This is an optimization exercise on Yosys and OpenROAD, whose aim is small area, not a production implementation. In this exercise RTL edits were held to simulation tests only and were not proved equivalent to the original.

==> design/flow/design.v <==
module rgb_to_ycrcb_converter
#(
	parameter DATAIN_WIDTH 	= 32,
	parameter DATAOUT_WIDTH = 32
)
(
	input		clk		,
	input		rst		,
	input      	[DATAIN_WIDTH-1:0]	datain	,
	input             		datain_valid	,
	output	reg		datain_ready			,
	output      	[DATAOUT_WIDTH-1:0]	dataout			,
	output  reg           		dataout_valid ,
	input				dataout_ready
);
	reg [7:0] G0;
	reg [8:0] D1;
	reg [8:0] D2;
	reg [7:0] Y2;
	reg [8:0] Q3;
	reg [8:0] Q4;
	reg v1;
	wire s0;
	rgb_x2 u1 (.a(datain[16]), .b(datain[8]), .y(s0));
	wire c2 = ~datain[16] | datain[8];
	wire s3, c4;
	rgb_fa u5 (.a(~datain[17]), .b(datain[9]), .c(c2), .s(s3), .co(c4));
	wire s6, c7;
	rgb_fa u8 (.a(datain[10]), .b(~datain[18]), .c(c4), .s(s6), .co(c7));
	wire s9, c10;
	rgb_fa u11 (.a(datain[11]), .b(~datain[19]), .c(c7), .s(s9), .co(c10));
	wire s12, c13;
	rgb_fa u14 (.a(datain[12]), .b(~datain[20]), .c(c10), .s(s12), .co(c13));
	wire s15, c16;
	rgb_fa u17 (.a(datain[13]), .b(~datain[21]), .c(c13), .s(s15), .co(c16));
	wire s18, c19;
	rgb_fa u20 (.a(datain[14]), .b(~datain[22]), .c(c16), .s(s18), .co(c19));
	wire s21, c22;
	rgb_fa u23 (.a(datain[15]), .b(~datain[23]), .c(c19), .s(s21), .co(c22));
	wire s24;
	rgb_x2 u25 (.a(datain[16]), .b(datain[24]), .y(s24));
	wire c26 = ~datain[16] | datain[24];
	wire s27, c28;
	rgb_fa u29 (.a(~datain[17]), .b(datain[25]), .c(c26), .s(s27), .co(c28));
	wire s30, c31;
	rgb_fa u32 (.a(~datain[18]), .b(datain[26]), .c(c28), .s(s30), .co(c31));
	wire s33, c34;
	rgb_fa u35 (.a(~datain[19]), .b(datain[27]), .c(c31), .s(s33), .co(c34));
	wire s36, c37;
	rgb_fa u38 (.a(~datain[20]), .b(datain[28]), .c(c34), .s(s36), .co(c37));
	wire s39, c40;
	rgb_fa u41 (.a(~datain[21]), .b(datain[29]), .c(c37), .s(s39), .co(c40));
	wire s42, c43;
	rgb_fa u44 (.a(~datain[22]), .b(datain[30]), .c(c40), .s(s42), .co(c43));
	wire s45, c46;
	rgb_fa u47 (.a(~datain[23]), .b(datain[31]), .c(c43), .s(s45), .co(c46));
	wire s48;
	rgb_x2 u49 (.a(D1[0]), .b(D1[7]), .y(s48));
	wire c50 = ~D1[0] & D1[7];
	wire s51, c52;
	rgb_fa u53 (.a(~D1[1]), .b(D1[4]), .c(D1[8]), .s(s51), .co(c52));
	wire s54, c55;
	assign c55 = c50 & s51;
	wire s57, c58;
	rgb_fa u59 (.a(D1[0]), .b(~D1[2]), .c(D1[5]), .s(s57), .co(c58));
	wire s60, c61;
	assign c61 = (c52 & s57) | (c52 & c55) | (s57 & c55);
	wire s63, c64;
	rgb_fa u65 (.a(D1[1]), .b(~D1[3]), .c(D1[6]), .s(s63), .co(c64));
	wire s66, c67;
	assign c67 = (c58 & s63) | (c58 & c61) | (s63 & c61);
	wire s69, c70;
	rgb_fa u71 (.a(D1[0]), .b(D1[2]), .c(D1[7]), .s(s69), .co(c70));
	wire s72, c73;
	rgb_fa u74 (.a(~D1[4]), .b(s69), .c(c64), .s(s72), .co(c73));
	wire s75, c76;
	assign c76 = s72 & c67;
	wire s78, c79;
	rgb_fa u80 (.a(D1[1]), .b(D1[3]), .c(D1[8]), .s(s78), .co(c79));
	wire s81, c82;
	rgb_fa u83 (.a(~D1[5]), .b(c70), .c(s78), .s(s81), .co(c82));
	wire s84, c85;
	rgb_fa u86 (.a(c73), .b(s81), .c(c76), .s(s84), .co(c85));
	wire s87, c88;
	rgb_fa u89 (.a(~D2[3]), .b(D2[5]), .c(D2[5]), .s(s87), .co(c88));
	wire s90, c91;
	rgb_fa u92 (.a(~D2[2]), .b(D2[6]), .c(c88), .s(s90), .co(c91));
	wire s93;
	rgb_x2 u94 (.a(s87), .b(s90), .y(s93));
	wire c95 = ~s87 & ~s90;
	wire s96, c97;
	rgb_fa u98 (.a(D2[1]), .b(~D2[3]), .c(~D2[5]), .s(s96), .co(c97));
	wire s99, c100;
	rgb_fa u101 (.a(D2[7]), .b(s96), .c(c91), .s(s99), .co(c100));
	wire s102;
	rgb_x2 u103 (.a(c95), .b(s99), .y(s102));
	wire c104 = c95 | ~s99;
	wire s105, c106;
	rgb_fa u107 (.a(~D2[2]), .b(D2[4]), .c(D2[6]), .s(s105), .co(c106));
	wire s108, c109;
	rgb_fa u110 (.a(~D2[8]), .b(~c97), .c(s105), .s(s108), .co(c109));
	wire s111, c112;
	rgb_fa u113 (.a(s108), .b(~c100), .c(c104), .s(s111), .co(c112));
	wire s114, c115;
	rgb_fa u116 (.a(D2[0]), .b(D2[5]), .c(D2[7]), .s(s114), .co(c115));
	wire s117, c118;
	rgb_fa u119 (.a(~D2[3]), .b(s114), .c(c106), .s(s117), .co(c118));
	wire s120, c121;
	rgb_fa u122 (.a(c109), .b(s117), .c(c112), .s(s120), .co(c121));
	wire s123;
	rgb_x2 u124 (.a(s111), .b(s120), .y(s123));
	wire c125 = s111 | s120;
	wire s126, c127;
	rgb_fa u128 (.a(D2[1]), .b(D2[6]), .c(D2[8]), .s(s126), .co(c127));
	wire s129, c130;
	rgb_fa u131 (.a(~D2[4]), .b(c115), .c(s126), .s(s129), .co(c130));
	wire s132, c133;
	rgb_fa u134 (.a(c118), .b(s129), .c(c121), .s(s132), .co(c133));
	wire s135, c136;
	assign c136 = c125 & s132;
	wire s138, c139;
	rgb_fa u140 (.a(D2[2]), .b(~D2[5]), .c(D2[7]), .s(s138), .co(c139));
	wire s141, c142;
	rgb_fa u143 (.a(c127), .b(s138), .c(c130), .s(s141), .co(c142));
	wire s144, c145;
	rgb_fa u146 (.a(s141), .b(c133), .c(c136), .s(s144), .co(c145));
	wire s147, c148;
	rgb_fa u149 (.a(D1[2]), .b(D1[4]), .c(D2[3]), .s(s147), .co(c148));
	wire s150, c151;
	rgb_fa u152 (.a(D1[6]), .b(D2[6]), .c(~D2[8]), .s(s150), .co(c151));
	wire s153, c154;
	rgb_fa u155 (.a(c79), .b(s147), .c(c139), .s(s153), .co(c154));
	wire s156, c157;
	rgb_fa u158 (.a(~s150), .b(c82), .c(s153), .s(s156), .co(c157));
	wire s159, c160;
	rgb_fa u161 (.a(c142), .b(s156), .c(c85), .s(s159), .co(c160));
	wire s162, c163;
	rgb_fa u164 (.a(s84), .b(s159), .c(c145), .s(s162), .co(c163));
	wire s165;
	rgb_x2 u166 (.a(s144), .b(s162), .y(s165));
	wire c167 = s144 | s162;
	wire s168, c169;
	rgb_fa u170 (.a(D1[3]), .b(D1[5]), .c(D2[4]), .s(s168), .co(c169));
	wire s171, c172;
	rgb_fa u173 (.a(D1[7]), .b(D2[7]), .c(c151), .s(s171), .co(c172));
	wire s174, c175;
	rgb_fa u176 (.a(c148), .b(s168), .c(c154), .s(s174), .co(c175));
	wire s177, c178;
	rgb_fa u179 (.a(~s171), .b(s174), .c(c157), .s(s177), .co(c178));
	wire s180, c181;
	rgb_fa u182 (.a(s177), .b(c160), .c(c163), .s(s180), .co(c181));
	wire s183, c184;
	rgb_ha u185 (.a(c167), .b(s180), .s(s183), .co(c184));
	wire s186, c187;
	rgb_fa u188 (.a(D1[4]), .b(D1[6]), .c(D2[5]), .s(s186), .co(c187));
	wire s189, c190;
	rgb_fa u191 (.a(~D1[8]), .b(~D2[8]), .c(c169), .s(s189), .co(c190));
	wire s192, c193;
	rgb_fa u194 (.a(s186), .b(~c172), .c(s189), .s(s192), .co(c193));
	wire s195, c196;
	rgb_fa u197 (.a(c175), .b(s192), .c(c178), .s(s195), .co(c196));
	wire s198, c199;
	rgb_fa u200 (.a(s195), .b(c181), .c(c184), .s(s198), .co(c199));
	wire s201, c202;
	rgb_fa u203 (.a(D1[5]), .b(D1[7]), .c(D2[6]), .s(s201), .co(c202));
	wire s204, c205;
	rgb_fa u206 (.a(c187), .b(s201), .c(c190), .s(s204), .co(c205));
	wire s207, c208;
	rgb_fa u209 (.a(c193), .b(s204), .c(c196), .s(s207), .co(c208));
	wire s210, c211;
	rgb_fa u212 (.a(s207), .b(c199), .c(s198), .s(s210), .co(c211));
	wire s213, c214;
	rgb_fa u215 (.a(D1[6]), .b(D1[8]), .c(D2[7]), .s(s213), .co(c214));
	wire s216, c217;
	rgb_fa u218 (.a(c202), .b(s213), .c(c205), .s(s216), .co(c217));
	wire s219, c220;
	rgb_fa u221 (.a(s216), .b(c208), .c(c211), .s(s219), .co(c220));
	wire s222, c223;
	rgb_fa u224 (.a(D1[7]), .b(D2[8]), .c(c214), .s(s222), .co(c223));
	wire s225, c226;
	rgb_fa u227 (.a(s222), .b(c217), .c(c220), .s(s225), .co(c226));
	wire s228, c229;
	rgb_fa u230 (.a(D1[8]), .b(c223), .c(c226), .s(s228), .co(c229));
	wire s231;
	rgb_x2 u232 (.a(G0[0]), .b(s165), .y(s231));
	wire c233 = G0[0] & ~s165;
	wire s234, c235;
	rgb_fa u236 (.a(G0[1]), .b(c233), .c(s183), .s(s234), .co(c235));
	wire s237, c238;
	rgb_fa u239 (.a(G0[2]), .b(c235), .c(~s198), .s(s237), .co(c238));
	wire s240, c241;
	rgb_fa u242 (.a(G0[3]), .b(s210), .c(c238), .s(s240), .co(c241));
	wire s243, c244;
	rgb_fa u245 (.a(G0[4]), .b(s219), .c(c241), .s(s243), .co(c244));
	wire s246, c247;
	rgb_fa u248 (.a(G0[5]), .b(s225), .c(c244), .s(s246), .co(c247));
	wire s249, c250;
	rgb_fa u251 (.a(G0[6]), .b(s228), .c(c247), .s(s249), .co(c250));
	wire s252, c253;
	rgb_fa u254 (.a(G0[7]), .b(~c229), .c(c250), .s(s252), .co(c253));
	wire s255 = c229 ^ c253;
	wire s256;
	rgb_x2 u257 (.a(D1[0]), .b(s165), .y(s256));
	wire c258 = D1[0] | s165;
	wire s259, c260;
	rgb_fa u261 (.a(D1[1]), .b(c258), .c(~s183), .s(s259), .co(c260));
	wire s262, c263;
	rgb_fa u264 (.a(D1[2]), .b(s198), .c(c260), .s(s262), .co(c263));
	wire s265, c266;
	rgb_fa u267 (.a(D1[3]), .b(~s210), .c(c263), .s(s265), .co(c266));
	wire s268, c269;
	rgb_fa u270 (.a(D1[4]), .b(~s219), .c(c266), .s(s268), .co(c269));
	wire s271, c272;
	rgb_fa u273 (.a(D1[5]), .b(~s225), .c(c269), .s(s271), .co(c272));
	wire s274, c275;
	rgb_fa u276 (.a(D1[6]), .b(~s228), .c(c272), .s(s274), .co(c275));
	wire s277, c278;
	rgb_fa u279 (.a(D1[7]), .b(c229), .c(c275), .s(s277), .co(c278));
	wire s280 = D1[8] ^ c229 ^ c278;
	wire s281 = ~s280 ^ ~s255;
	wire s282, c283;
	rgb_ha u284 (.a(D2[0]), .b(s165), .s(s282), .co(c283));
	wire s285, c286;
	rgb_fa u287 (.a(D2[1]), .b(c283), .c(~s183), .s(s285), .co(c286));
	wire s288, c289;
	rgb_fa u290 (.a(D2[2]), .b(s198), .c(c286), .s(s288), .co(c289));
	wire s291, c292;
	rgb_fa u293 (.a(D2[3]), .b(~s210), .c(c289), .s(s291), .co(c292));
	wire s294, c295;
	rgb_fa u296 (.a(D2[4]), .b(~s219), .c(c292), .s(s294), .co(c295));
	wire s297, c298;
	rgb_fa u299 (.a(D2[5]), .b(~s225), .c(c295), .s(s297), .co(c298));
	wire s300, c301;
	rgb_fa u302 (.a(D2[6]), .b(~s228), .c(c298), .s(s300), .co(c301));
	wire s303, c304;
	rgb_fa u305 (.a(D2[7]), .b(c229), .c(c301), .s(s303), .co(c304));
	wire s306 = D2[8] ^ c229 ^ c304;
	wire s307 = ~s306 ^ ~s255;
	wire s308, c309;
	rgb_fa u310 (.a(Q3[4]), .b(Q3[7]), .c(~Q3[8]), .s(s308), .co(c309));
	wire s311, c312;
	rgb_fa u313 (.a(Q3[7]), .b(c309), .c(s308), .s(s311), .co(c312));
	wire s314, c315;
	rgb_fa u316 (.a(Q3[3]), .b(Q3[6]), .c(~Q3[8]), .s(s314), .co(c315));
	wire s317, c318;
	rgb_fa u319 (.a(s314), .b(c312), .c(s311), .s(s317), .co(c318));
	wire s320, c321;
	rgb_fa u322 (.a(Q3[4]), .b(Q3[7]), .c(c315), .s(s320), .co(c321));
	wire s323, c324;
	rgb_fa u325 (.a(s320), .b(c318), .c(s317), .s(s323), .co(c324));
	wire s326, c327;
	rgb_fa u328 (.a(Q3[5]), .b(~Q3[8]), .c(c321), .s(s326), .co(c327));
	wire s329, c330;
	assign c330 = (s326 & c324) | (s326 & s323) | (c324 & s323);
	wire s332, c333;
	rgb_fa u334 (.a(Q3[0]), .b(Q3[6]), .c(c327), .s(s332), .co(c333));
	wire s335, c336;
	assign c336 = s332 & c330;
	wire s338, c339;
	rgb_fa u340 (.a(~Q3[1]), .b(Q3[7]), .c(c333), .s(s338), .co(c339));
	wire s341, c342;
	assign c342 = s338 & c336;
	wire s344, c345;
	rgb_fa u346 (.a(Q3[2]), .b(Q3[8]), .c(~c339), .s(s344), .co(c345));
	wire s347;
	rgb_x2 u348 (.a(s344), .b(c342), .y(s347));
	wire c349 = ~s344 | c342;
	wire s350, c351;
	rgb_fa u352 (.a(Q3[0]), .b(Q3[3]), .c(c345), .s(s350), .co(c351));
	wire s353;
	rgb_x2 u354 (.a(c349), .b(s350), .y(s353));
	wire c355 = c349 | ~s350;
	wire s356, c357;
	rgb_fa u358 (.a(~Q3[1]), .b(Q3[4]), .c(c351), .s(s356), .co(c357));
	wire s359;
	rgb_x2 u360 (.a(c355), .b(s356), .y(s359));
	wire c361 = c355 | ~s356;
	wire s362, c363;
	rgb_fa u364 (.a(~Q3[2]), .b(Q3[5]), .c(c357), .s(s362), .co(c363));
	wire s365;
	rgb_x2 u366 (.a(c361), .b(s362), .y(s365));
	wire c367 = c361 | ~s362;
	wire s368, c369;
	rgb_fa u370 (.a(~Q3[3]), .b(Q3[6]), .c(c363), .s(s368), .co(c369));
	wire s371;
	rgb_x2 u372 (.a(c367), .b(s368), .y(s371));
	wire c373 = c367 | ~s368;
	wire s374, c375;
	rgb_fa u376 (.a(~Q3[4]), .b(Q3[7]), .c(c369), .s(s374), .co(c375));
	wire s377;
	rgb_x2 u378 (.a(c373), .b(s374), .y(s377));
	wire c379 = c373 | ~s374;
	wire s380, c381;
	rgb_fa u382 (.a(Q3[5]), .b(Q3[8]), .c(c379), .s(s380), .co(c381));
	wire s383;
	rgb_x2 u384 (.a(c375), .b(s380), .y(s383));
	wire c385 = ~c375 & s380;
	wire s386, c387;
	rgb_fa u388 (.a(Q3[6]), .b(c381), .c(c385), .s(s386), .co(c387));
	wire s389 = Q3[7] ^ c387 ^ s386;
	wire s390;
	rgb_x2 u391 (.a(Q4[0]), .b(Q4[5]), .y(s390));
	wire c392 = ~Q4[0] & Q4[5];
	wire s393, c394;
	assign c394 = (Q4[1] & Q4[7]) | (Q4[1] & ~c392) | (Q4[7] & ~c392);
	wire s396, c397;
	rgb_fa u398 (.a(Q4[2]), .b(~Q4[8]), .c(c394), .s(s396), .co(c397));
	wire s399, c400;
	rgb_fa u401 (.a(Q4[3]), .b(c397), .c(s396), .s(s399), .co(c400));
	wire s402, c403;
	rgb_fa u404 (.a(Q4[4]), .b(c400), .c(s399), .s(s402), .co(c403));
	wire s405, c406;
	rgb_fa u407 (.a(Q4[5]), .b(c403), .c(s402), .s(s405), .co(c406));
	wire s408, c409;
	rgb_fa u410 (.a(~Q4[0]), .b(Q4[6]), .c(c406), .s(s408), .co(c409));
	wire s411;
	rgb_x2 u412 (.a(s405), .b(s408), .y(s411));
	wire c413 = ~s405 & ~s408;
	wire s414, c415;
	rgb_fa u416 (.a(~Q4[1]), .b(Q4[7]), .c(c409), .s(s414), .co(c415));
	wire s417;
	rgb_x2 u418 (.a(c413), .b(s414), .y(s417));
	wire c419 = c413 & ~s414;
	wire s420, c421;
	rgb_fa u422 (.a(Q4[2]), .b(Q4[8]), .c(c419), .s(s420), .co(c421));
	wire s423;
	rgb_x2 u424 (.a(c415), .b(s420), .y(s423));
	wire c425 = ~c415 | s420;
	wire s426, c427;
	rgb_fa u428 (.a(Q4[3]), .b(c421), .c(c425), .s(s426), .co(c427));
	wire s429, c430;
	rgb_fa u431 (.a(Q4[4]), .b(c427), .c(s426), .s(s429), .co(c430));
	wire s432, c433;
	rgb_fa u434 (.a(Q4[5]), .b(c430), .c(s429), .s(s432), .co(c433));
	wire s435, c436;
	rgb_fa u437 (.a(Q4[6]), .b(c433), .c(s432), .s(s435), .co(c436));
	wire s438, c439;
	rgb_fa u440 (.a(Q4[7]), .b(c436), .c(s435), .s(s438), .co(c439));
	wire s441 = Q4[8] ^ c439 ^ s438;
	always @(posedge clk) begin
		G0 <= {datain[23], datain[22], datain[21], datain[20], datain[19], datain[18], datain[17], datain[16]};
		D1 <= {c22, s21, s18, s15, s12, s9, s6, s3, s0};
		D2 <= {c46, s45, s42, s39, s36, s33, s30, s27, s24};
		Y2 <= {s252, s249, s246, s243, s240, s237, s234, s231};
		Q3 <= {s281, s277, s274, s271, s268, s265, s262, s259, s256};
		Q4 <= {s307, s303, s300, s297, s294, s291, s288, s285, s282};
		if (rst) begin
			datain_ready <= 1'b0; v1 <= 1'b0; dataout_valid <= 1'b0;
		end else begin
			datain_ready <= dataout_ready; v1 <= datain_valid; dataout_valid <= v1;
		end
	end
	assign dataout = {Y2 ^ 8'b00000001, {s389, s386, s383, s377, s371, s365, s359, s353} ^ 8'b01100000, {s441, s438, s435, s432, s429, s426, s423, s417} ^ 8'b01111101, 8'h00};
endmodule
module rgb_fa (input a, input b, input c, output s, output co);
	assign s = a ^ b ^ c;
	assign co = (a & b) | (a & c) | (b & c);
endmodule
module rgb_x2 (input a, input b, output y);
	assign y = a ^ b;
endmodule
module rgb_ha (input a, input b, output s, output co);
	assign s = a ^ b;
	assign co = a & b;
endmodule
==> design/flow/flow/run.sh <==
#!/bin/bash
set -euo pipefail
export BUFFER_PORTS_ARGS="-buffer_cell sky130_fd_sc_hd__buf_1"
bash standard.sh finish > standard_flow.log 2>&1
==> design/flow/standard.sh <==
#!/bin/bash
# synth_recipe.tcl (not shown) runs the flow's synth.tcl, then flattens the netlist and writes it again
# the make line also repeats each setting of config.mk as NAME=value (left out here)
make -C /OpenROAD-flow-scripts/flow DESIGN_CONFIG=/design/flow/config.mk WORK_HOME=/design/flow/orfs CLKGATE_MAP_FILE= SYNTH_SCRIPT=/design/flow/synth_recipe.tcl "${@:-finish}"
==> design/flow/config.mk <==
export PLATFORM = sky130hd
export DESIGN_NAME = rgb_to_ycrcb_converter
export DESIGN_NICKNAME = rgb_to_ycrcb_converter
export VERILOG_FILES = /design/flow/design.v
export SDC_FILE = /design/flow/constraint.sdc
export NUM_CORES = 4
export LEC_CHECK = 0
export CAP_MARGIN = 20
export CORE_MARGIN = 2
export CORE_UTILIZATION = 40
export SLEW_MARGIN = 20
export SYNTH_HIERARCHICAL = 1
==> design/flow/constraint.sdc <==
create_clock -name core_clock -period 10.0 [get_ports {clk}]
set_input_delay 2.0000 -clock core_clock [delete_from_list [all_inputs] [get_ports {clk}]]
set_output_delay 2.0000 -clock core_clock [all_outputs]
set_load 0.01 [all_outputs]
==> impl_metrics.toml, run 1 <==
[outcome]
status = "finished clean"

[global_routing]
grtUsageMet2 = 0.231
first_global_vias = 2357
grt_use_met1 = 0.162
antenna_found_initial = 0
grt_use_total = 0.127
grt_max_degree = 17
grt_first_pass_wirelength_um = 11000
overflow = 0
grt_busiest_layer = "met2"
met3_usage = 0.0179

[setup_path]
startpoint = "Q4[7]"
crit_type = "register to output pin"
worstPathRequired_ns = 8.00
critPathArrivalTime_ns = 7.45
r2r-start = "D2[3]"
start_kind = "register"
crit_path_max_fanout = 4
r2r-end = "Q3[8]"
cp-endpoint = "dataout[15]"
cp-end-kind = "output pin"
reg2reg_slack_ns = 1.39
reg2reg_depth = 22

[detailed_routing]
finalWirelength_um = 6290
drt-initial-drc-count = 57
ant_nets = 0
viasPerCell = 4.19
drc = 0
routedWlPerCell_um = 13.1
firstDrtPassIters = 4
via_count = 2009

[placement]
gp_congestion = 0.817
hpwl_um = 5710
dp_slack_ns = 0.818
io_buffers = 53

[clock_tree]
cts_max_path_buffers = 2
cts_made_buffers = 5
worstSkewPairLatency_ns = 0.30
clkSinkCount = 55
cts_tree = "yes"
postCtsSetupBuffers = 0
cts.repair.resized = 0
root_buffer = "clkbuf_8"
htree_levels = 2
cts_hold_buf = 0
clkTransAtPathRegs_ns = 0.10

[yosys]
ys_seq_area_frac = 0.265
synth_top_cell_area_share = 0.550
synth.area.top_cells = "fa_1 55%, dfxtp_1 27%, inv_1 4.7%, buf_4 4.2%, xor2_1 2.7%"
synth.cell_area_um2 = 4150
yosys_warnings = 7
synth_cells = 298
ys_ff_latch = 55
synth.distinct_cells = 24
synth_area_per_cell_um2 = 13.9
yosysTopAreaCell = "fa_1"

[sta]
finalHoldViolations = 0
drv_slew = 0
setup-violations-final = 0
period_needed_ns = 9.45
max_freq_mhz = 106
worst_clock_skew_ns = 0.00846
fin_crit_sh = 0.945
fin_ws_ns = 0.548
setup_tns_ns = 0
rsz0062_at_grt = "no"

[finish]
fillers = 974
syn_to_final_growth_pct = 8.20
multiInputGateArea_um2 = 2710
layout_commonest_cell = "fa_1"
drive_gt1_frac = 0.0350
seqCellArea_um2 = 1100
nNetsFinal = 494
antenna_cells = 0
most-common-layout-cells = "114 x fa_1, 55 x dfxtp_1, 53 x buf_1, 52 x inv_1, 13 x xor2_1"

[floorplanning]
die_w_um = 106
io_pins = 70
die_area_um2 = 11200
chipHeight_um = 106
start_util = 0.408
rows = 37
design.core.area_um2 = 10200

[worst_hold_path]
hp-class = "register to register"

[flow_run]
max-cap-violations = 0
==> Yosys stat by module (local to each module, per instance) <==
module                  copies in the design  flip-flops and latches
rgb_fa                                   114                       0
rgb_x2                                    13                       0
rgb_to_ycrcb_converter                     1                      55
rgb_ha                                     2                       0
==> registers in the layout (all words and copies together) (netlist names) <==
register / count
D1: 9
Q4: 9
v1: 1
D2: 9
datain_ready: 1
G0: 8
Q3: 9
dataout_valid: 1
Y2: 8
==> cell families (layout without fill, tap and decap cells) <==
group	after synthesis	count (layout)	synth area share
buf+inv	75	113	0.0886
compound gates	8	8	0.0151
simple gates	21	21	0.0274
fa+ha+maj	117	117	0.558
other cells	1	8	0.000903
xor+xnor	21	21	0.0443
flops	55	55	0.265
==> per-layer routing <==
layer | routed length, µm | part of all wire | vias up
li1 | - | - | 927
met1 | 2630 | 0.42 | 1031
met2 | 3400 | 0.54 | 47
met3 | 217 | 0.034 | 4
met4 | 45 | 0.0071 | 0
met5 | 0 | 0 | -
==> metrics by stage <==
stage	hold slack, ns	util	instances	cell area [µm²]
floorplan	0.414	-	305	4180
global placement	0.420	0.429	471	4370
detailed placement	0.428	0.429	471	4370
CTS	0.452	0.441	479	4490
global route	0.459	0.441	479	4490
finish	0.444	0.441	479	4490
==> layout make-up <==
cell class,instances,share of cell area
tap,136,0.0379
inverter,52,0.0435
multi-input combinational,175,0.603
clock inverter,2,0.00780
clock buffer,6,0.0184
timing repair buffer,53,0.0443
sequential,55,0.245
==> worst min path at each step <==
stage,from,slack [ns],to,cells past startpoint
after floorplan,v1,0.41,dataout_valid,1
after global placement,v1,0.42,dataout_valid,1
after detailed placement,v1,0.43,dataout_valid,1
after CTS,v1,0.45,dataout_valid,1
after global routing,v1,0.46,dataout_valid,1
final,v1,0.44,dataout_valid,1
==> worst max-delay path: stages, from the launching register on <==
cell	delay, ns
dfxtp_1	0.45
nand2_1	0.08
a31oi_1	0.22
fa_1	0.48
fa_1	0.52
fa_1	0.44
fa_1	0.40
fa_1	0.39
fa_1	0.47
nor3_1	0.21
fa_1	0.47
nand2b_1	0.18
fa_1	0.52
fa_1	0.46
fa_1	0.53
fa_1	0.46
fa_1	0.39
xnor2_1	0.17
xnor2_1	0.13
buf_1	0.16
==> cell usage after synthesis (all sizes together) <==
| cell type | n |
|---|---|
| a311oi | 1 |
| a31oi | 3 |
| and3b | 1 |
| buf | 23 |
| conb | 1 |
| dfxtp | 55 |
| fa | 114 |
| ha | 2 |
| inv | 52 |
| maj3 | 1 |
| nand2 | 5 |
| nand2b | 3 |
| nand3 | 1 |
| nand4 | 1 |
| nor2 | 2 |
| nor2b | 5 |
| nor3 | 1 |
| o211ai | 1 |
| o21a | 1 |
| o21ai | 1 |
| o221ai | 1 |
| or2 | 2 |
| xnor2 | 8 |
| xor2 | 13 |
==> run 2, diff against run 1 <==
==> design/flow/flow/run.sh (replaced) <==
#!/bin/bash
set -euo pipefail
export BUFFER_PORTS_ARGS="-buffer_cell sky130_fd_sc_hd__buf_1"
export REMOVE_ABC_BUFFERS=1
export CTS_ARGS="-sink_clustering_enable -repair_clock_nets -dont_use_dummy_load"
bash standard.sh finish > standard_flow.log 2>&1
==> impl_metrics.toml, run 2 <==
[detailed_routing]
viasPerCell = 4.33
drt-initial-drc-count = 47
firstDrtPassIters = 4
finalWirelength_um = 6340
via_count = 2063
drc = 0
ant_nets = 0
routedWlPerCell_um = 13.3

[sta]
max_freq_mhz = 106
worst_clock_skew_ns = 0.0110
rsz0062_at_grt = "no"
setup-violations-final = 0
finalHoldViolations = 0
period_needed_ns = 9.46
setup_tns_ns = 0
fin_ws_ns = 0.545
fin_crit_sh = 0.946
drv_slew = 0

[setup_path]
worstPathRequired_ns = 8.00
critPathArrivalTime_ns = 7.46
worst-path-buf-inv = 1
cpMaxStageDelayCell = "fa_1"
critPathTopFamily = "adder cells"
cp-end-kind = "output pin"
path_common_cell = "fa_1"
crit_path_max_fanout = 4
start_kind = "register"
critPathMaxStageDelay_ns = 0.54
path_cells = "nand2_1, a31oi_1, fa_1, fa_1, fa_1, fa_1, fa_1, fa_1, nor3_1, fa_1, nand2b_1, fa_1, fa_1, fa_1, fa_1, fa_1, xnor2_1, xnor2_1, buf_1"
crit_type = "register to output pin"

[clock_tree]
cts.repair.resized = 0
cts_tree = "yes"
worstSkewPairLatency_ns = 0.31
clkTransAtPathRegs_ns = 0.09
cts_max_path_buffers = 2
cts_made_buffers = 5
postCtsSetupBuffers = 0
cts_hold_buf = 0
root_buffer = "clkbuf_8"
htree_levels = 2
clkSinkCount = 55

[global_routing]
overflow = 0
antenna_found_initial = 0
grt_first_pass_wirelength_um = 11400
grt_max_degree = 17
first_global_vias = 2459
grt_use_total = 0.133

[floorplanning]
rows = 37
design.core.area_um2 = 10200
die_w_um = 106
chipHeight_um = 106
io_pins = 70
start_util = 0.408
die_area_um2 = 11200

[placement]
io_buffers = 53
place_area_um2 = 4370
dp_slack_ns = 0.773
gp_congestion = 0.802
hpwl_um = 5770

[finish]
fillers = 968
drive_gt1_frac = 0.0265
syn_to_final_growth_pct = 7.02
utilization = 0.436
antenna_cells = 0
layout_commonest_cell = "fa_1"
most-common-layout-cells = "114 x fa_1, 55 x dfxtp_1, 53 x buf_1, 52 x inv_1, 13 x xor2_1"
nNetsFinal = 494
fin_area_um2 = 4440

[yosys]
ys_seq_area_frac = 0.265
synth.distinct_cells = 24
synthTopCellsByCount = "114 x fa_1, 55 x dfxtp_1, 52 x inv_1"
synth_top_cell_area_share = 0.550
synth.cell_area_um2 = 4150
ys_ff_latch = 55
synth_edf_count = 0
synth_cells = 298
synth_area_per_cell_um2 = 13.9
synthArstFlopShare = 0
synth.area.top_cells = "fa_1 55%, dfxtp_1 27%, inv_1 4.7%, buf_4 4.2%, xor2_1 2.7%"
yosys_warnings = 7
yosysTopAreaCell = "fa_1"
ys.flop_type = "dfxtp_1"
synth_most_common_cell = "fa_1"

[outcome]
status = "finished clean"

[flow_run]
max-cap-violations = 0

[worst_hold_path]
hp-class = "register to register"
==> run 2: cell types whose count changed in the layout (fill, tap and decap cells not counted), sizes merged <==
cell,change
clkinv,-1
clkbuf,-1
bufinv,-1
==> run 2: cells by family after synthesis <==
group / synth area share
and+or+nand+nor: 0.0274
xor gates and xnor gates: 0.0443
other: 0.000903
DFF: 0.265
adders and majority gates: 0.558
buffers and inverters: 0.0886
AOI/OAI and AO/OA: 0.0151
==> run 2: modules after synthesis (local to each module, per instance) <==
| module | times used | cell area, µm² | flip-flops and latches | cells |
|---|---|---|---|---|
| rgb_x2 | 13 | 8.76 | 0 | 1 |
| rgb_ha | 2 | 12.5 | 0 | 1 |
| rgb_fa | 114 | 20.0 | 0 | 1 |
| rgb_to_ycrcb_converter | 1 | 1730 | 55 | 169 |
==> run 2: worst paths after layout <==
check | from | endpoint | slack [ns] | depth (start not counted)
max | Q4[7] | dataout[15] | 0.54 | 19
min | v1 | dataout_valid | 0.44 | 1
max reg2reg | D2[3] | Q3[8] | 1.34 | 23
min reg2reg | v1 | dataout_valid | 0.44 | 1
==> run 2: layer usage <==
layer,up-vias,GRT usage,share of wire
li1,926,-,-
met1,1083,0.159,0.41
met2,47,0.246,0.54
met3,7,0.0216,0.034
met4,0,0.0357,0.012
met5,-,0,0
==> run 2: area by class of cell <==
class	count	area [µm²]	share of cell area
Inverter	52	195	0.0439
Sequential cell	55	1100	0.248
Tap cell	136	170	0.0383
Multi-Input combinational cell	175	2710	0.610
Timing Repair Buffer	53	199	0.0448
Clock buffer	5	68.8	0.0155
==> run 2: through the flow <==
stage          hold WS [ns]  instances
2_1_floorplan         0.414        282
3_3_place_gp          0.427        471
3_5_place_dp          0.430        471
4_1_cts               0.451        476
5_1_grt               0.473        476
6_report              0.445        476
==> run 3, diff against run 2 <==
--- a/design/flow/config.mk
+++ b/design/flow/config.mk
@@ -9,4 +9,5 @@
 export CORE_MARGIN = 2
 export CORE_UTILIZATION = 40
+export GPL_TIMING_DRIVEN = 0
 export SLEW_MARGIN = 20
 export SYNTH_HIERARCHICAL = 1
==> impl_metrics.toml, run 3 <==
[outcome]
status = "finished clean"

[yosys]
ys_seq_area_frac = 0.265
synth_top_cell_area_share = 0.550
synth.distinct_cells = 24
synth.cell_area_um2 = 4150
synthTopCellsByCount = "114 x fa_1, 55 x dfxtp_1, 52 x inv_1"
synth_area_per_cell_um2 = 13.9
synthArstFlopShare = 0
synth_edf_count = 0
ys_ff_latch = 55
ys.flop_type = "dfxtp_1"
synth.area.top_cells = "fa_1 55%, dfxtp_1 27%, inv_1 4.7%, buf_4 4.2%, xor2_1 2.7%"
synth_most_common_cell = "fa_1"
yosysTopAreaCell = "fa_1"
synth_cells = 298
yosys_warnings = 7

[setup_path]
path_common_cell = "fa_1"
cp-endpoint = "dataout[15]"
startpoint = "Q4[7]"
critPathTopFamily = "adder cells"
cp_num_cells = 19
worst-path-buf-inv = 1
crit_path_max_fanout = 4
critPathArrivalTime_ns = 7.44
reg2reg_depth = 23
reg2reg_slack_ns = 1.32
worstPathRequired_ns = 8.00
cp-end-kind = "output pin"
path_cells = "nand2_1, a31oi_1, fa_1, fa_1, fa_1, fa_1, fa_1, fa_1, nor3_1, fa_1, nand2b_1, fa_1, fa_1, fa_1, fa_1, fa_1, xnor2_1, xnor2_1, buf_1"
critPathMaxStageDelay_ns = 0.54
r2r-end = "Q3[8]"
cpMaxStageDelayCell = "fa_1"
start_kind = "register"
r2r-start = "D2[3]"
crit_type = "register to output pin"

[floorplanning]
design.core.area_um2 = 10200
chipHeight_um = 106
rows = 37
die_area_um2 = 11200
start_util = 0.408
die_w_um = 106
io_pins = 70

[detailed_routing]
via_count = 2063
drc = 0
firstDrtPassIters = 4
drt-initial-drc-count = 68
finalWirelength_um = 6380
ant_nets = 0
viasPerCell = 4.33
routedWlPerCell_um = 13.4

[clock_tree]
root_buffer = "clkbuf_8"
cts_made_buffers = 5
cts_tree = "yes"
cts.repair.resized = 0
clkSinkCount = 55
htree_levels = 2
worstSkewPairLatency_ns = 0.31
clkTransAtPathRegs_ns = 0.09
cts_hold_buf = 0
cts_max_path_buffers = 2
postCtsSetupBuffers = 0

[sta]
drv_slew = 0
setup-violations-final = 0
worst_clock_skew_ns = 0.0205
finalHoldViolations = 0
period_needed_ns = 9.44
setup_tns_ns = 0
max_freq_mhz = 106
hold_slack_ns = 0.443
rsz0062_at_grt = "no"
fin_crit_sh = 0.944

[finish]
nNetsFinal = 494
most-common-layout-cells = "114 x fa_1, 55 x dfxtp_1, 53 x buf_1, 52 x inv_1, 13 x xor2_1"
drive_gt1_frac = 0.0265
syn_to_final_growth_pct = 7.02
layout_commonest_cell = "fa_1"
antenna_cells = 0

[global_routing]
first_global_vias = 2407
overflow = 0
grt_first_pass_wirelength_um = 11000
antenna_found_initial = 0
grt_max_degree = 17
grt_use_total = 0.128

[worst_hold_path]
hp-class = "register to register"

[placement]
gp_congestion = 0.795
hpwl_um = 5780
io_buffers = 53

[flow_run]
max-cap-violations = 0
run 3: cell counts after synthesis:
No cell type changed its count.
run 3: stage by stage:
step	cells	worst slack [ns]	utilization	instance area (µm²)
floorplan	282	1.29	-	4010
global placement	471	0.923	0.429	4370
detailed placement	471	0.852	0.429	4370
CTS	476	0.480	0.436	4440
global route	476	0.244	0.436	4440
finish	476	0.563	0.436	4440
run 3: layout make-up:
| type | count | area [µm²] |
|---|---|---|
| clock buffers | 5 | 68.8 |
| fillers | 978 | 5740 |
| inverters | 52 | 195 |
| multi-input cells | 175 | 2710 |
| flip-flops and latches | 55 | 1100 |
| well taps | 136 | 170 |
| repair buffers | 53 | 199 |
run 3: routing by layer:
metal	routed length, µm	track usage	part of all wire
met5	0	0	0
met3	215	0.0192	0.034
met1	2590	0.153	0.41
met4	65	0.0282	0.010
met2	3510	0.241	0.55
run 3: worst min-delay path by stage:
stage                from       endpoint  slack (ns)  depth (start not counted)
floorplan              v1  dataout_valid        0.41                          1
CTS                 G0[0]          Y2[0]        0.45                          1
global route        G0[0]          Y2[0]        0.46                          1
detailed placement     v1  dataout_valid        0.43                          1
finish              G0[0]          Y2[0]        0.44                          1
global placement    G0[0]          Y2[0]        0.43                          1
run 3: logic make-up (layout without fill, tap and decap cells):
logic type               after synthesis  after routing  synth area share
flip-flops                            55             55             0.265
other                                  1              8          0.000903
adder cells (fa/ha/maj)              117            117             0.558
XOR/XNOR                              21             21            0.0443
AND/OR/NAND/NOR                       21             21            0.0274
buffers and inverters                 75            110            0.0886
AO/OA/AOI/OAI                          8              8            0.0151
run 3: Yosys stat by module (local to each module, per instance):
module / copies in the design / area [µm²] / cells inside
rgb_fa: 114 / 20.0 / 1
rgb_x2: 13 / 8.76 / 1
rgb_to_ycrcb_converter: 1 / 1730 / 169
rgb_ha: 2 / 12.5 / 1
==> run 4, diff against run 3 <==
==> design/flow/flow/run.sh (replaced) <==
#!/bin/bash
set -euo pipefail
export BUFFER_PORTS_ARGS="-buffer_cell sky130_fd_sc_hd__buf_1"
export REMOVE_ABC_BUFFERS=1
export SKIP_REPAIR_TIE_FANOUT=1
export CTS_ARGS="-sink_clustering_enable -repair_clock_nets -dont_use_dummy_load"
bash standard.sh finish > standard_flow.log 2>&1
==> impl_metrics.toml, run 4 <==
[outcome]
status = "finished clean"

[sta]
hold_slack_ns = 0.441
finalHoldViolations = 0
fin_crit_sh = 0.940
setup-violations-final = 0
period_needed_ns = 9.40
max_freq_mhz = 106
rsz0062_at_grt = "no"
drv_slew = 0
setup_tns_ns = 0
worst_clock_skew_ns = 0.0101

[floorplanning]
rows = 37
chipHeight_um = 106
die_w_um = 106
design.core.area_um2 = 10200
start_util = 0.408
die_area_um2 = 11200
io_pins = 70

[yosys]
synth_most_common_cell = "fa_1"
ys_seq_area_frac = 0.265
synth_top_cell_area_share = 0.550
synth_edf_count = 0
yosysTopAreaCell = "fa_1"
synth.cell_area_um2 = 4150
ys_ff_latch = 55
yosys_warnings = 7
synth_area_per_cell_um2 = 13.9
synth_cells = 298
ys.flop_type = "dfxtp_1"
synthTopCellsByCount = "114 x fa_1, 55 x dfxtp_1, 52 x inv_1"
synth.distinct_cells = 24
synthArstFlopShare = 0
synth.area.top_cells = "fa_1 55%, dfxtp_1 27%, inv_1 4.7%, buf_4 4.2%, xor2_1 2.7%"

[clock_tree]
root_buffer = "clkbuf_8"
cts_hold_buf = 0
postCtsSetupBuffers = 0
cts.repair.resized = 0
htree_levels = 2
cts_max_path_buffers = 2
cts_made_buffers = 5
clkSinkCount = 55
worstSkewPairLatency_ns = 0.30
cts_tree = "yes"
clkTransAtPathRegs_ns = 0.08

[setup_path]
critPathArrivalTime_ns = 7.40
worst-path-buf-inv = 1
critPathMaxStageDelay_ns = 0.54
crit_path_max_fanout = 4
critPathTopFamily = "adder cells"
start_kind = "register"
crit_type = "register to output pin"
path_cells = "nand2_1, a31oi_1, fa_1, fa_1, fa_1, fa_1, fa_1, fa_1, nor3_1, fa_1, nand2b_1, fa_1, fa_1, fa_1, fa_1, fa_1, xnor2_1, xnor2_1, buf_1"
cpMaxStageDelayCell = "fa_1"
cp-end-kind = "output pin"
worstPathRequired_ns = 8.00
path_common_cell = "fa_1"

[detailed_routing]
ant_nets = 0
dr_wl_met2_um = 3440
drc = 0
drt-initial-drc-count = 68
wl_met1_um = 2540
finalWirelength_um = 6290
wl_met3_um = 226
routedWlPerCell_um = 13.4
viasPerCell = 4.29
dr.max_layer_used = "met4"
via_count = 2010
firstDrtPassIters = 4

[finish]
most-common-layout-cells = "114 x fa_1, 55 x dfxtp_1, 53 x buf_1, 52 x inv_1, 13 x xor2_1"
final_cells = 469
syn_to_final_growth_pct = 6.39
drive_gt1_frac = 0.0270
layout_commonest_cell = "fa_1"
nNetsFinal = 487
antenna_cells = 0

[global_routing]
grt_use_total = 0.135
grt_max_degree = 16
overflow = 0
antenna_found_initial = 0
first_global_vias = 2497
grt_first_pass_wirelength_um = 11700

[placement]
io_buffers = 53
placed_cells = 464
gp_congestion = 0.781
hpwl_um = 5730

[flow_run]
max-cap-violations = 0

[worst_hold_path]
hp-class = "register to register"
## run 4: cell counts after synthesis
No cell type changed its count.
## run 4: worst paths after layout
path | from | to | slack [ns] | cells past startpoint
worst max-delay path | Q4[7] | dataout[15] | 0.60 | 19
worst min-delay path | G0[0] | Y2[0] | 0.44 | 1
worst max register to register | D2[3] | Q3[8] | 1.42 | 23
worst min register to register | G0[0] | Y2[0] | 0.44 | 1
## run 4: area by class of cell
class,instances,area (µm²)
multi-input combinational,168,2680
clock buffer,5,68.8
sequential,55,1100
fill,979,5770
tap,136,170
inverter,52,195
timing repair buffer,53,199
## run 4: per-layer routing
| layer | GRT usage | up-vias |
|---|---|---|
| li1 | - | 916 |
| met3 | 0.0192 | 6 |
| met4 | 0.0338 | 0 |
| met5 | 0 | - |
| met1 | 0.166 | 1049 |
| met2 | 0.248 | 39 |
## run 4: per-stage QoR
step	cell area, µm²	setup slack [ns]	util
2_1_floorplan	3980	1.29	-
5_1_grt	4420	0.254	0.434
3_5_place_dp	4350	0.864	0.427
6_report	4420	0.598	0.434
4_1_cts	4420	0.519	0.434
3_3_place_gp	4350	0.931	0.427
## run 4: modules after synthesis (local to each module, per instance)
| module | flops+latches | copies in the design | cell area [µm²] | cells |
|---|---|---|---|---|
| rgb_fa | 0 | 114 | 20.0 | 1 |
| rgb_ha | 0 | 2 | 12.5 | 1 |
| rgb_to_ycrcb_converter | 55 | 1 | 1730 | 169 |
| rgb_x2 | 0 | 13 | 8.76 | 1 |
## run 4: kinds of logic (layout without fill, tap and decap cells)
logic type | count (synthesis) | after routing | share of synthesized area
and+or+nand+nor | 21 | 21 | 0.0274
other | 1 | 1 | 0.000903
buffers and inverters | 75 | 110 | 0.0886
adders and majority gates | 117 | 117 | 0.558
xor gates and xnor gates | 21 | 21 | 0.0443
AOI/OAI and AO/OA | 8 | 8 | 0.0151
DFF | 55 | 55 | 0.265

## port drivers added, routing unchanged
The flow's constraints put no driver on any port. The routed layouts listed below were extracted and timed again, unchanged, in two steps.
Step 1 sets driving cells, clkbuf_16 on the clock port and buf_2 on the other inputs (assumed; they add their load-dependent delay and slew).
Step 2 also shifts input and output timing later by t, the mid clock arrival at the registers, as if the neighbouring blocks saw the same clock.
a / b / c = no drivers / after step 1 / after step 2; a / b = the first two.
run | t, ns | setup slack, ns | worst register clock-pin slew, ns | worst data-port slew with drivers (ns) | pins driven straight from the clock port
run 1 | 0.328 | 0.548 / 0.518 / 0.846 | 0.10 / 0.10 | 0.03 | 1
run 2 | 0.330 | 0.545 / 0.516 / 0.845 | 0.09 / 0.09 | 0.03 | 1
run 3 | 0.325 | 0.563 / 0.533 / 0.858 | 0.09 / 0.09 | 0.03 | 1
run 4 | 0.327 | 0.598 / 0.568 / 0.895 | 0.09 / 0.09 | 0.03 | 1
After both steps setup and hold are still met in every run listed.
